This design comes from an exercise in tuning for small area, a short achievable clock period and few clock cycles on the open sky130 flow, not from production work.
RTL that was checked went through simulation tests only; none was proved equivalent to the original.
No activity file was given, so power comes from the tool's default toggle rates.

## run a
Design is_prime, start of the top module:
module is_prime
#(
    parameter WIDTH = 32
) (
    input clk,
    input rst_n,
    input valid_i,
    output ready_i,
    input [WIDTH-1:0] number,
    output reg result,
    output valid_o,
    input ready_o
);
Size: ~17000 um2 of cells after synthesis.
clock: 5.0 ns
lec_check: 0
abc_clock_period_in_ps: 3000
cap_margin: 20
core_margin: 2
core_utilization: 40
setup_slack_margin: 1.7
slew_margin: 20
run.sh (not shown) runs the stock make flow with config.mk's settings and CLKGATE_MAP_FILE= SYNTH_SCRIPT=/design/flow/synth_recipe.tcl, a recipe that flattens the netlist after the stock synthesis.
Run a reached the end of the flow, and the finished layout is clean on the timing, DRC and antenna checks.
Testbench counts of run a, summed over its fixed seeds: cycles 36,633.
Setup changes, run a to run b
--- a/flow/design.v
+++ b/flow/design.v
@@ -83,34 +83,33 @@
     reg [1:0]   r3;
     reg [2:0]   r5, r7;
     reg [3:0]   r11, r13;
     reg [4:0]   r17, r19, r23;
     assign ready_i = st[S_IDLE];
     assign valid_o = st[S_DONE];
     wire nbit = n[e];
     reg  nbr;                
-    reg [4:0] tpos;          
     wire at_s = (e == spos);
     wire any_zero = (r3 == 0) | (r5 == 0) | (r7 == 0) | (r11 == 0) |
                     (r13 == 0) | (r17 == 0) | (r19 == 0) | (r23 == 0);
     reg n_le1, n_eq2, small_n, small_prime;
     reg sp_in;
     always @(*) begin
         case (number[4:0])
             5'd3, 5'd5, 5'd7, 5'd11, 5'd13, 5'd17, 5'd19, 5'd23: sp_in = (number[31:5] == 0);
             default: sp_in = 1'b0;
         endcase
     end
     wire [32:0]  bop   = x[32:0];
     wire         mul   = st[S_MUL];
-    wire [K-1:0] abits = ab;
-    wire [W-1:0] s_in  = sr;
-    wire [W-1:0] c_in  = cr;
-    wire         ci_in = ci;
+    wire [K-1:0] abits = mul ? ab : {K{1'b0}};
+    wire [W-1:0] s_in  = mul ? sr : {W{1'b0}};
+    wire [W-1:0] c_in  = mul ? cr : {W{1'b0}};
+    wire         ci_in = mul & ci;
     wire [W-1:0] s_nx, c_nx;
     wire         ci_nx;
     mont_step #(.W(W)) u_step (
         .s(s_in), .c(c_in), .ci(ci_in), .a(abits), .b(bop), .n(n),
         .s_o(s_nx), .c_o(c_nx), .ci_o(ci_nx)
     );
     wire [K*NC+K-1:0] xz = {{(K*NC+K-33){1'b0}}, x[32:0]};
     wire [K-1:0] ab_nx = xz[K * cnt + K +: K];
@@ -179,38 +178,43 @@
             end
         end
         if (st[S_SETUP]) begin
             e_n = e - 1;
             if (cnt == M - 1 && base == 0 && (small_n || any_zero)) begin
                 res_n = !any_zero | small_prime;
                 st_n[S_DONE] = 1'b1;
             end else if (cnt == M - 1) begin
-                e_n = tpos;
+                e_n = 5'd31;
                 st_n[S_EXP] = 1'b1;
             end else
                 st_n[S_SETUP] = 1'b1;
         end
-        if (st[S_EXP])       
-            advance;
+        if (st[S_EXP]) begin
+            if (!nbit) begin
+                e_n = e - 1;
+                st_n[S_EXP] = 1'b1;
+            end else
+                advance;
+        end
         if (st[S_DBL])
             advance;
         if (st[S_HORN]) begin
             if (hlast) advance;
             else st_n[S_HORN] = 1'b1;
         end
         if (st[S_MUL]) begin
             if (cnt == NC - 1) st_n[S_CONV] = 1'b1;
             else st_n[S_MUL] = 1'b1;
         end
         if (st[S_CONV]) begin
             cnt_n = 0;
             case (op)
                 OP_SQR: begin
-                    if (nbr) begin       
+                    if (nbit) begin
                         if (base == 0) st_n[S_DBL] = 1'b1;
                         else begin cnt_n = 0; st_n[S_HORN] = 1'b1; end
                     end else advance;
                 end
                 OP_SQRC: begin op_n = OP_CHK; st_n[S_MUL] = 1'b1; end
                 default: st_n[S_CHKW] = 1'b1;
             endcase
         end
@@ -285,32 +289,28 @@
         do_cx  <= st_n[S_CONV] & (op_n != OP_CHK);
         sa_x2 <= st_n[S_SETUP] | st_n[S_DBL] | (st_n[S_HORN] & (hop_of(base_n, cnt_n[3:0]) == H_DBL));
         sa_x1 <= st_n[S_HORN] & (hop_of(base_n, cnt_n[3:0]) != H_DBL);
         sb_n  <= st_n[S_SETUP] | st_n[S_DBL] | (st_n[S_HORN] & (hop_of(base_n, cnt_n[3:0]) != H_ADD));
         sb_ar <= st_n[S_HORN] & (hop_of(base_n, cnt_n[3:0]) == H_ADD);
         do_sum  <= (st_n[S_HORN] & (hop_of(base_n, cnt_n[3:0]) == H_ADD)) |
                    (st_n[S_CONV] & (op_n != OP_CHK));
         do_cond <= st_n[S_SETUP] | st_n[S_DBL] | (st_n[S_HORN] & (hop_of(base_n, cnt_n[3:0]) != H_ADD));
-        ci <= mul & ci_nx;
-        sr <= mul ? s_nx : {W{1'b0}};
-        cr <= mul ? c_nx : {W{1'b0}};
+        ci <= ci_nx;
+        sr <= s_nx;
+        cr <= c_nx;
         if (st_n[S_MUL] && !mul)
             ab <= (op_n == OP_CHK) ? {{(K-1){1'b0}}, 1'b1} : x_nx[K-1:0];
         else
             ab <= (op == OP_CHK) ? {K{1'b0}} : ab_nx;
         x  <= x_nx;
         if (st[S_CONV])
             ar <= y;
         if (st[S_SETUP] && !cnt[5] && nbit && e != 0)
             spos <= e;
-        if (setup_start)
-            tpos <= 5'd0;
-        else if (st[S_SETUP] && !cnt[5] && nbit && tpos == 0)
-            tpos <= e;
         nbr <= nbit;
         if (!st[S_SETUP] || cnt == 0) begin
             r3 <= 0; r5 <= 0; r7 <= 0; r11 <= 0; r13 <= 0; r17 <= 0; r19 <= 0; r23 <= 0;
         end else begin
             r3  <= rmod3 ({r3,  nbr});
             r5  <= rmod5 ({r5,  nbr});
             r7  <= rmod7 ({r7,  nbr});
             r11 <= rmod11({r11, nbr});
- For the share of synthesized cell area in and, or, nand and nor gates, run b came in 0.16 points lower than run a did.
- Via count (run a / run b): 0.938
- Compared with run a, run b shows a higher wire length.
- | final cell area excluding filler cells | lower: run a |
- Sequential group power went down by a few percent going from run a to run b.
- Summary of run b over run a: count of buffers not belonging to the clock network in the layout picked up an extra about 14%, netlist area before placement saw an increase.
For run b, only the layout was checked, not whether the RTL still works.

The RTL this note starts from:
==> flow/design.v <==
module mont_step #(
    parameter W = 34
) (
    input  [W-1:0] s,
    input  [W-1:0] c,
    input          ci,
    input  [1:0]   a,
    input  [32:0]  b,
    input  [31:0]  n,
    output [W-1:0] s_o,
    output [W-1:0] c_o,
    output         ci_o
);
    localparam WT = W + 3;
    wire [WT-1:0] p0 = a[0] ? {{(WT-33){1'b0}}, b} : {WT{1'b0}};
    wire [WT-1:0] p1 = a[1] ? {{(WT-33){1'b0}}, b} : {WT{1'b0}};
    wire [WT-1:0] sx = {{(WT-W){1'b0}}, s};
    wire [WT-1:0] cx = {{(WT-W){1'b0}}, c};
    wire [2:0] k0 = s[0] + c[0] + ci + p0[0];
    wire q0  = s[0] ^ c[0] ^ ci ^ p0[0];
    wire c0m = (k0 == 3'd1) | (k0 == 3'd2);      
    wire q1  = s[1] ^ c[1] ^ p0[1] ^ (q0 & n[1]) ^ c0m ^ p1[0];
    wire [WT-1:0] m0 = q0 ? {{(WT-32){1'b0}}, n} : {WT{1'b0}};
    wire [WT-1:0] m1 = q1 ? {{(WT-33){1'b0}}, n, 1'b0} : {WT{1'b0}};
    wire [WT-1:0] o2 = {p1[WT-2:0], ci};
    wire [WT-1:0] u1 = sx ^ cx ^ p0;
    wire [WT-1:0] v1 = {((sx & cx) | (sx & p0) | (cx & p0)), 1'b0};
    wire [WT-1:0] u2 = u1 ^ v1 ^ o2;
    wire [WT-1:0] v2 = {((u1 & v1) | (u1 & o2) | (v1 & o2)), 1'b0};
    wire [WT-1:0] u3 = u2 ^ v2 ^ m0;
    wire [WT-1:0] v3 = {((u2 & v2) | (u2 & m0) | (v2 & m0)), 1'b0};
    wire [WT-1:0] u4 = u3 ^ v3 ^ m1;
    wire [WT-1:0] v4 = (u3 & v3) | (u3 & m1) | (v3 & m1);
    assign s_o  = u4[W+1:2];
    assign c_o  = v4[W:1];
    assign ci_o = v4[0];
endmodule
`timescale 1ns / 1ps
module is_prime
#(
    parameter WIDTH = 32
) (
    input clk,
    input rst_n,
    input valid_i,
    output ready_i,
    input [WIDTH-1:0] number,
    output reg result,
    output valid_o,
    input ready_o
);
    localparam K  = 2;           
    localparam NC = 17;          
    localparam M  = K * NC;      
    localparam W  = 34;          
    localparam S_IDLE  = 0,
               S_CLASS = 1,
               S_SETUP = 2,      
               S_EXP   = 3,      
               S_MUL   = 4,      
               S_CONV  = 5,      
               S_DBL   = 6,      
               S_CHK   = 7,      
               S_DONE  = 8,
               S_HORN  = 9;      
    localparam NS = 10;
    localparam [1:0] OP_SQR  = 2'd0,     
                     OP_SQRC = 2'd1,     
                     OP_CHK  = 2'd3;     
    reg [NS-1:0] st;
    reg [1:0]   op;
    reg [31:0]  n;
    reg [33:0]  x;           
    reg [32:0]  ar;          
    reg [W-1:0] sr, cr;      
    reg         ci;
    reg [K-1:0] ab;          
    reg [5:0]   cnt;
    reg [4:0]   e;           
    reg [4:0]   spos;        
    reg [1:0]   base;        
    reg [1:0]   r3;
    reg [2:0]   r5, r7;
    reg [3:0]   r11, r13;
    reg [4:0]   r17, r19, r23;
    assign ready_i = st[S_IDLE];
    assign valid_o = st[S_DONE];
    wire nbit = n[e];
    wire at_s = (e == spos);
    wire any_zero = (r3 == 0) | (r5 == 0) | (r7 == 0) | (r11 == 0) |
                    (r13 == 0) | (r17 == 0) | (r19 == 0) | (r23 == 0);
    wire small_n = (n[31:9] == 0);
    reg  small_prime;
    always @(*) begin
        case (n[4:0])
            5'd3, 5'd5, 5'd7, 5'd11, 5'd13, 5'd17, 5'd19, 5'd23: small_prime = (n[31:5] == 0);
            default: small_prime = 1'b0;
        endcase
    end
    wire [32:0]  bop   = op[1] ? ar : x[32:0];
    wire         mul   = st[S_MUL];
    wire [K-1:0] abits = mul ? ab : {K{1'b0}};
    wire [W-1:0] s_in  = mul ? sr : {W{1'b0}};
    wire [W-1:0] c_in  = mul ? cr : {W{1'b0}};
    wire         ci_in = mul & ci;
    wire [W-1:0] s_nx, c_nx;
    wire         ci_nx;
    mont_step #(.W(W)) u_step (
        .s(s_in), .c(c_in), .ci(ci_in), .a(abits), .b(bop), .n(n),
        .s_o(s_nx), .c_o(c_nx), .ci_o(ci_nx)
    );
    wire [K*NC+K-1:0] xz = {{(K*NC+K-33){1'b0}}, x[32:0]};
    wire [K-1:0] ab_nx = xz[K * cnt + K +: K];
    localparam [1:0] H_DBL = 2'd0, H_ADD = 2'd1, H_RED = 2'd2;
    function [1:0] hop_of(input [1:0] b, input [3:0] k);
        begin
            hop_of = H_DBL;
            if (b == 1) begin              
                case (k)
                    4'd1, 4'd4: hop_of = H_ADD;
                    4'd2, 4'd5: hop_of = H_RED;
                    default:    hop_of = H_DBL;
                endcase
            end else begin                 
                case (k)
                    4'd1, 4'd4, 4'd7, 4'd11: hop_of = H_ADD;
                    4'd2, 4'd5, 4'd8, 4'd12: hop_of = H_RED;
                    default:                 hop_of = H_DBL;
                endcase
            end
        end
    endfunction
    wire hlast = (base == 1) ? (cnt[3:0] == 4'd5) : (cnt[3:0] == 4'd12);
    reg do_dbl, do_add, do_red, do_cx;
    reg do_sum, do_cond;              
    reg sa_x2, sa_x1, sb_n, sb_ar;    
    wire        conv = st[S_CONV];
    wire [34:0] ca   = {1'b0, sr} | (sa_x2 ? {1'b0, x[32:0], 1'b0} : 35'd0)
                                  | (sa_x1 ? {1'b0, x} : 35'd0);
    wire [34:0] cb   = {1'b0, cr} | (sb_n ? {2'b11, ~n, 1'b1} : 35'd0)
                                  | (sb_ar ? {2'b00, ar} : 35'd0);
    wire [34:0] sum  = ca + cb + {34'd0, sb_n | ci};
    wire        neg  = sum[34];
    wire [32:0] y    = sum[32:0];
    wire chk_pass = (ar == {1'b0, n[31:1], 1'b0}) | (at_s & (ar == 33'd1));
    reg [NS-1:0] st_n;
    reg [1:0] op_n;
    reg [4:0] e_n;
    reg [1:0] base_n;
    reg [5:0] cnt_n;
    reg       res_n;
    reg       setup_start;     
    task advance;
        begin
            st_n[S_MUL] = 1'b1;
            cnt_n = 0;
            if (at_s) op_n = OP_CHK;
            else begin op_n = OP_SQR; e_n = e - 1; end
        end
    endtask
    always @(*) begin
        st_n = {NS{1'b0}}; op_n = op; e_n = e; base_n = base; cnt_n = cnt + 1;
        res_n = result; setup_start = 1'b0;
        if (st[S_IDLE]) begin
            if (valid_i) st_n[S_CLASS] = 1'b1;
            else st_n[S_IDLE] = 1'b1;
        end
        if (st[S_CLASS]) begin
            if (!n[0] || n[31:1] == 0) begin
                res_n = (n == 32'd2);
                st_n[S_DONE] = 1'b1;
            end else begin
                base_n = 2'd0;
                setup_start = 1'b1;
            end
        end
        if (st[S_SETUP]) begin
            e_n = e - 1;
            if (cnt == 32 && base == 0 && (small_n || any_zero)) begin
                res_n = !any_zero | small_prime;
                st_n[S_DONE] = 1'b1;
            end else if (cnt == M - 1) begin
                e_n = 5'd31;
                st_n[S_EXP] = 1'b1;
            end else
                st_n[S_SETUP] = 1'b1;
        end
        if (st[S_EXP]) begin
            if (!nbit) begin
                e_n = e - 1;
                st_n[S_EXP] = 1'b1;
            end else
                advance;
        end
        if (st[S_DBL])
            advance;
        if (st[S_HORN]) begin
            if (hlast) advance;
            else st_n[S_HORN] = 1'b1;
        end
        if (st[S_MUL]) begin
            if (cnt == NC - 1) st_n[S_CONV] = 1'b1;
            else st_n[S_MUL] = 1'b1;
        end
        if (st[S_CONV]) begin
            cnt_n = 0;
            case (op)
                OP_SQR: begin
                    if (nbit) begin
                        if (base == 0) st_n[S_DBL] = 1'b1;
                        else begin cnt_n = 0; st_n[S_HORN] = 1'b1; end
                    end else advance;
                end
                OP_SQRC: begin op_n = OP_CHK; st_n[S_MUL] = 1'b1; end
                default: st_n[S_CHK] = 1'b1;
            endcase
        end
        if (st[S_CHK]) begin
            cnt_n = 0;
            if (chk_pass) begin
                if (base == 2) begin
                    res_n = 1'b1;
                    st_n[S_DONE] = 1'b1;
                end else begin
                    base_n = base + 1;
                    setup_start = 1'b1;
                end
            end else if (e == 1) begin
                res_n = 1'b0;
                st_n[S_DONE] = 1'b1;
            end else begin
                op_n = OP_SQRC;
                e_n  = e - 1;
                st_n[S_MUL] = 1'b1;
            end
        end
        if (st[S_DONE]) begin
            if (ready_o) st_n[S_IDLE] = 1'b1;
            else st_n[S_DONE] = 1'b1;
        end
        if (setup_start) begin
            st_n[S_SETUP] = 1'b1;
            cnt_n = 0;
            e_n   = 5'd31;
        end
    end
    reg [33:0] x_alt;
    always @(*) begin
        if (do_dbl)
            x_alt = {x[32:0], 1'b0};
        else if (setup_start)
            x_alt = st[S_CLASS] ? 34'd2 : (base == 0) ? 34'd7 : 34'd61;
        else
            x_alt = x;
    end
    wire       take_sum = do_sum | (do_cond & !neg);
    wire [33:0] x_nx = take_sum ? sum[33:0] : x_alt;
    always @(posedge clk, negedge rst_n) begin
        if (!rst_n) begin
            st     <= {{(NS-1){1'b0}}, 1'b1};
            result <= 1'b0;
        end else begin
            st     <= st_n;
            result <= res_n;
        end
    end
    always @(posedge clk) begin
        op   <= op_n;
        e    <= e_n;
        base <= base_n;
        cnt  <= cnt_n;
        if (st[S_IDLE] && valid_i)
            n <= number;
        do_dbl <= st_n[S_SETUP] | st_n[S_DBL] | (st_n[S_HORN] & (hop_of(base_n, cnt_n[3:0]) == H_DBL));
        do_add <= st_n[S_HORN] & (hop_of(base_n, cnt_n[3:0]) == H_ADD);
        do_red <= st_n[S_HORN] & (hop_of(base_n, cnt_n[3:0]) == H_RED);
        do_cx  <= st_n[S_CONV] & (op_n != OP_CHK);
        sa_x2 <= st_n[S_SETUP] | st_n[S_DBL] | (st_n[S_HORN] & (hop_of(base_n, cnt_n[3:0]) == H_DBL));
        sa_x1 <= st_n[S_HORN] & (hop_of(base_n, cnt_n[3:0]) != H_DBL);
        sb_n  <= st_n[S_SETUP] | st_n[S_DBL] | (st_n[S_HORN] & (hop_of(base_n, cnt_n[3:0]) != H_ADD));
        sb_ar <= st_n[S_HORN] & (hop_of(base_n, cnt_n[3:0]) == H_ADD);
        do_sum  <= (st_n[S_HORN] & (hop_of(base_n, cnt_n[3:0]) == H_ADD)) |
                   (st_n[S_CONV] & (op_n != OP_CHK));
        do_cond <= st_n[S_SETUP] | st_n[S_DBL] | (st_n[S_HORN] & (hop_of(base_n, cnt_n[3:0]) != H_ADD));
        ci <= ci_nx;
        sr <= s_nx;
        cr <= c_nx;
        ab <= (st_n[S_MUL] && !mul) ? x_nx[K-1:0] : ab_nx;
        x  <= x_nx;
        if (st_n[S_MUL] && op_n == OP_CHK)
            ar <= 33'd1;
        else if (st[S_CONV])
            ar <= y;
        if (st[S_SETUP] && !cnt[5] && nbit && e != 0)
            spos <= e;
        if (setup_start) begin
            r3 <= 0; r5 <= 0; r7 <= 0; r11 <= 0; r13 <= 0; r17 <= 0; r19 <= 0; r23 <= 0;
        end else begin
            r3  <= rmod3 ({r3,  nbit});
            r5  <= rmod5 ({r5,  nbit});
            r7  <= rmod7 ({r7,  nbit});
            r11 <= rmod11({r11, nbit});
            r13 <= rmod13({r13, nbit});
            r17 <= rmod17({r17, nbit});
            r19 <= rmod19({r19, nbit});
            r23 <= rmod23({r23, nbit});
        end
    end
    function [1:0] rmod3(input [2:0] t);  rmod3  = (t >= 3)  ? t - 3  : t; endfunction
    function [2:0] rmod5(input [3:0] t);  rmod5  = (t >= 5)  ? t - 5  : t; endfunction
    function [2:0] rmod7(input [3:0] t);  rmod7  = (t >= 7)  ? t - 7  : t; endfunction
    function [3:0] rmod11(input [4:0] t); rmod11 = (t >= 11) ? t - 11 : t; endfunction
    function [3:0] rmod13(input [4:0] t); rmod13 = (t >= 13) ? t - 13 : t; endfunction
    function [4:0] rmod17(input [5:0] t); rmod17 = (t >= 17) ? t - 17 : t; endfunction
    function [4:0] rmod19(input [5:0] t); rmod19 = (t >= 19) ? t - 19 : t; endfunction
    function [4:0] rmod23(input [5:0] t); rmod23 = (t >= 23) ? t - 23 : t; endfunction
endmodule
clock: 5.0 ns
lec_check: 0
abc_clock_period_in_ps: 3000
cap_margin: 20
core_margin: 2
core_utilization: 40
setup_slack_margin: 1.7
slew_margin: 20
Change:
--- a/flow/design.v
+++ b/flow/design.v
@@ -130,11 +130,10 @@
             end
         end
     endfunction
     wire hlast = (base == 1) ? (cnt[3:0] == 4'd5) : (cnt[3:0] == 4'd12);
     reg do_dbl, do_add, do_red, do_cx;
-    reg do_sum, do_cond;              
     reg sa_x2, sa_x1, sb_n, sb_ar;    
     wire        conv = st[S_CONV];
     wire [34:0] ca   = {1'b0, sr} | (sa_x2 ? {1'b0, x[32:0], 1'b0} : 35'd0)
                                   | (sa_x1 ? {1'b0, x} : 35'd0);
     wire [34:0] cb   = {1'b0, cr} | (sb_n ? {2'b11, ~n, 1'b1} : 35'd0)
@@ -242,21 +241,20 @@
             st_n[S_SETUP] = 1'b1;
             cnt_n = 0;
             e_n   = 5'd31;
         end
     end
-    reg [33:0] x_alt;
+    reg [33:0] x_nx;
     always @(*) begin
-        if (do_dbl)
-            x_alt = {x[32:0], 1'b0};
-        else if (setup_start)
-            x_alt = st[S_CLASS] ? 34'd2 : (base == 0) ? 34'd7 : 34'd61;
-        else
-            x_alt = x;
+        x_nx = x;
+        if (setup_start)
+            x_nx = st[S_CLASS] ? 34'd2 : (base == 0) ? 34'd7 : 34'd61;
+        else if (do_dbl)
+            x_nx = neg ? {x[32:0], 1'b0} : sum[33:0];
+        else if ((do_red && !neg) || do_add || do_cx)
+            x_nx = sum[33:0];
     end
-    wire       take_sum = do_sum | (do_cond & !neg);
-    wire [33:0] x_nx = take_sum ? sum[33:0] : x_alt;
     always @(posedge clk, negedge rst_n) begin
         if (!rst_n) begin
             st     <= {{(NS-1){1'b0}}, 1'b1};
             result <= 1'b0;
         end else begin
@@ -277,13 +275,10 @@
         do_cx  <= st_n[S_CONV] & (op_n != OP_CHK);
         sa_x2 <= st_n[S_SETUP] | st_n[S_DBL] | (st_n[S_HORN] & (hop_of(base_n, cnt_n[3:0]) == H_DBL));
         sa_x1 <= st_n[S_HORN] & (hop_of(base_n, cnt_n[3:0]) != H_DBL);
         sb_n  <= st_n[S_SETUP] | st_n[S_DBL] | (st_n[S_HORN] & (hop_of(base_n, cnt_n[3:0]) != H_ADD));
         sb_ar <= st_n[S_HORN] & (hop_of(base_n, cnt_n[3:0]) == H_ADD);
-        do_sum  <= (st_n[S_HORN] & (hop_of(base_n, cnt_n[3:0]) == H_ADD)) |
-                   (st_n[S_CONV] & (op_n != OP_CHK));
-        do_cond <= st_n[S_SETUP] | st_n[S_DBL] | (st_n[S_HORN] & (hop_of(base_n, cnt_n[3:0]) != H_ADD));
         ci <= ci_nx;
         sr <= s_nx;
         cr <= c_nx;
         ab <= (st_n[S_MUL] && !mul) ? x_nx[K-1:0] : ab_nx;
         x  <= x_nx;
=> Combinational power increases by well over a third; clock power stays flat; final cell count increases by roughly a tenth; sequential share of layout area decreases by 2.5 points; design area increases by roughly a tenth; register-to-register slack loses 420 ps; clock-buffer cell count increases by 1; die area increases by a few percent; clock skew is about the same; via count increases by about a fifth; power increases by a quarter to a third; worst setup slack loses 420 ps; synthesized cell count increases by a few percent.
No run of this note included a check of the RTL's function; only the layout flow was run.

## afterwards: timing with drivers on the ports
No port has a modelled driver above. Below, the same layouts with a new extraction and two added sets of constraints. Step 1 (the two cells are an assumption about what drives the block):
set clk [get_ports {clk}]
set_driving_cell -lib_cell sky130_fd_sc_hd__clkbuf_16 $clk
set_driving_cell -lib_cell sky130_fd_sc_hd__buf_2 [delete_from_list [all_inputs] $clk]
Step 2, shift: input delay + t, output delay - t, t = (earliest + latest rising clock arrival at the registers) / 2. This alone moves slack from input paths to output paths. a / b / c = ideal ports / drivers / drivers and shift; a / b = the first two.
run | t, ns | setup slack, ns | worst setup path after step 2
run a | 0.629 | 1.528 / 1.528 / 1.424 | input to register
run b | 0.633 | 1.105 / 1.105 / 1.105 | register to register
the first run of note 2 | 0.632 | 1.439 / 1.439 / 1.439 | register to register
the second run of note 2 | 0.638 | 1.017 / 1.017 / 1.017 | register to register
After both steps setup and hold are still met in every run listed. The setup slack of run a, which loses most, moves by 0.000 ns with the drivers and by -0.104 ns with both steps.
